This is an optimization exercise on Yosys and OpenROAD, whose aim is small area, a short achievable clock period and few clock cycles, not a production implementation.
Only simulation tests tie the RTL to the original design; equivalence was not proved.
Power figures rest on the tool's default switching activity, not on a simulated workload.

## sparse_mac_top
module sparse_mac_top
#(
    parameter int NUM_DECODERS = 2,
    parameter int VALUE_W = 16,
    parameter int INDEX_W = 16,
    parameter int DECODER_FIFO_DEPTH = 16,
    parameter int ACCUM_W = 32
)
(
    input mac_clk,
    input mac_rst,
    input [NUM_DECODERS-1:0] sram_valid_i,
    output [NUM_DECODERS-1:0] sram_ready_o,
    input [NUM_DECODERS*(1+VALUE_W+INDEX_W)-1:0] sram_data_i,
    output mac_valid_o,
    output [ACCUM_W-1:0] mac_data_o
);
localparam int DATA_W = 1 + VALUE_W + INDEX_W;
logic [INDEX_W-1:0] skip0, skip1;
logic [VALUE_W-1:0] val0, val1;
logic in_done0, in_done1;
assign {in_done0, val0, skip0} = sram_data_i[0 +: DATA_W];
assign {in_done1, val1, skip1} = sram_data_i[DATA_W +: DATA_W];
logic hv0, hv1;               
logic hd0, hd1;               
logic [VALUE_W-1:0] hval0;
logic [7:0] b_one, b_two, b_neg;    
logic b_top;                        
logic [INDEX_W:0] diff;       
logic [31:0] acc_s, acc_c;    
logic [31:0] res;             
logic mq;                     
logic fin, both, d_zero, d_neg, pop0, pop1, match, take0, take1;
assign fin    = (hv0 & hd0) | (hv1 & hd1);
  ...
Size: ~160 flip-flops, about 16000 um^2 of cells after synthesis.
export LEC_CHECK = 0
export CAP_MARGIN = 20
export CORE_MARGIN = 2
export CORE_UTILIZATION = 40
export SETUP_SLACK_MARGIN = 3.0
export SLEW_MARGIN = 20
export SYNTH_HIERARCHICAL = 1
create_clock -name core_clock -period 7.0 [get_ports {mac_clk}]
standard.sh (not shown) runs the stock make flow with config.mk's settings and CLKGATE_MAP_FILE= SYNTH_SCRIPT=/design/flow/synth_recipe.tcl, a recipe that flattens the netlist after the stock synthesis.
==> flow/flow/run.sh <==
#!/bin/bash
set -euo pipefail
export BUFFER_PORTS_ARGS="-buffer_cell sky130_fd_sc_hd__buf_2"
bash standard.sh finish > flow_make.log 2>&1
Testbench counts at the start, summed over its fixed seeds: cycles 7,526.
Then changed:
==> flow/run.sh (new file) <==
#!/bin/bash
# synth_recipe.tcl (not shown) runs the flow's synth.tcl, then flattens the netlist and writes it again
# the make line also repeats each setting of config.mk as NAME=value (left out here)
make -C /OpenROAD-flow-scripts/flow DESIGN_CONFIG=/design/flow/config.mk WORK_HOME=/design/flow/orfs CLKGATE_MAP_FILE= SYNTH_SCRIPT=/design/flow/synth_recipe.tcl finish
Settings changed: SETUP_SLACK_MARGIN 3.0 to 4.0.
removed: flow/flow/run.sh
removed: flow/standard.sh
Clock skew hardly moves.
Via count rose by 6.1%.
Synthesized cell count is unchanged.
Combinational power rose by 28%.
Power rose by 18%.
Die area does not change.
Area after synthesis does not change.
Final cell count rose by 5.4%.
First-iteration DRC count rose by 14%.
Then changed:
==> flow/flow/run.sh (new file) <==
#!/bin/bash
set -euo pipefail
export BUFFER_PORTS_ARGS="-buffer_cell sky130_fd_sc_hd__buf_2"
export RECOVER_POWER=100
bash standard.sh finish > flow_make.log 2>&1
==> flow/standard.sh (new file) <==
#!/bin/bash
# synth_recipe.tcl (not shown) runs the flow's synth.tcl, then flattens the netlist and writes it again
# the make line also repeats each setting of config.mk as NAME=value (left out here)
make -C /OpenROAD-flow-scripts/flow DESIGN_CONFIG=/design/flow/config.mk WORK_HOME=/design/flow/orfs CLKGATE_MAP_FILE= SYNTH_SCRIPT=/design/flow/synth_recipe.tcl "${@:-finish}"
Settings changed: SETUP_SLACK_MARGIN 4.0 to 3.0.
removed: flow/run.sh
Outcome: The new run finished but fails on max-capacitance violations, max-slew violations. Final cell count is lower by 5.1%. Sequential share of layout area grows by 3.5 points. Power came out lower by 15%. Area after synthesis stays the same. Utilization came out lower by 8.5 points. Critical path depth decreases by 4.
Then changed:
==> flow/run.sh (new file) <==
#!/bin/bash
# synth_recipe.tcl (not shown) runs the flow's synth.tcl, then flattens the netlist and writes it again
# the make line also repeats each setting of config.mk as NAME=value (left out here)
make -C /OpenROAD-flow-scripts/flow DESIGN_CONFIG=/design/flow/config.mk WORK_HOME=/design/flow/orfs CLKGATE_MAP_FILE= SYNTH_SCRIPT=/design/flow/synth_recipe.tcl finish
Settings changed: SETUP_SLACK_MARGIN 3.0 to 3.5.
removed: flow/flow/run.sh
removed: flow/standard.sh
After rerunning:
- With this change the flow passed the timing, DRC and antenna checks
- routed wire length is higher by 5.2%
- die area does not change
- cell area is higher by 14%
- clock skew is higher by 3.4 ps
- sequential cell count does not change
- combinational power is higher by about 23%
- total power is higher by 13%
- setup slack gains 730 ps

[re-timing with driven ports]
How much do the figures lean on ideal ports? The routed layouts below were timed once more, with nothing changed but the port constraints.
Step 1 assumes that a clkbuf_16 drives the clock port and a buf_2 every other input.
Step 2 adds t to the input delays and takes it off the output delays; t is the mean of the earliest and latest rising clock arrival at the registers after step 1. Input paths then give back, and output paths get back, about the clock's delay inside the block.
a / b / c = no drivers / after step 1 / after step 2; a / b = the first two.
run | t (ns) | setup slack, ns | cell pins on the clock port's net
the first run | 0.506 | 3.096 / 3.096 / 2.795 | 1
the second run | 0.504 | 3.147 / 3.147 / 3.003 | 1
the third run | 0.506 | 2.408 / 2.408 / 2.306 | 1
the fourth run | 0.501 | 3.135 / 3.135 / 2.892 | 1
The setup slack of the first run, which loses most, moves by 0.000 ns with the drivers and by -0.301 ns with both steps.
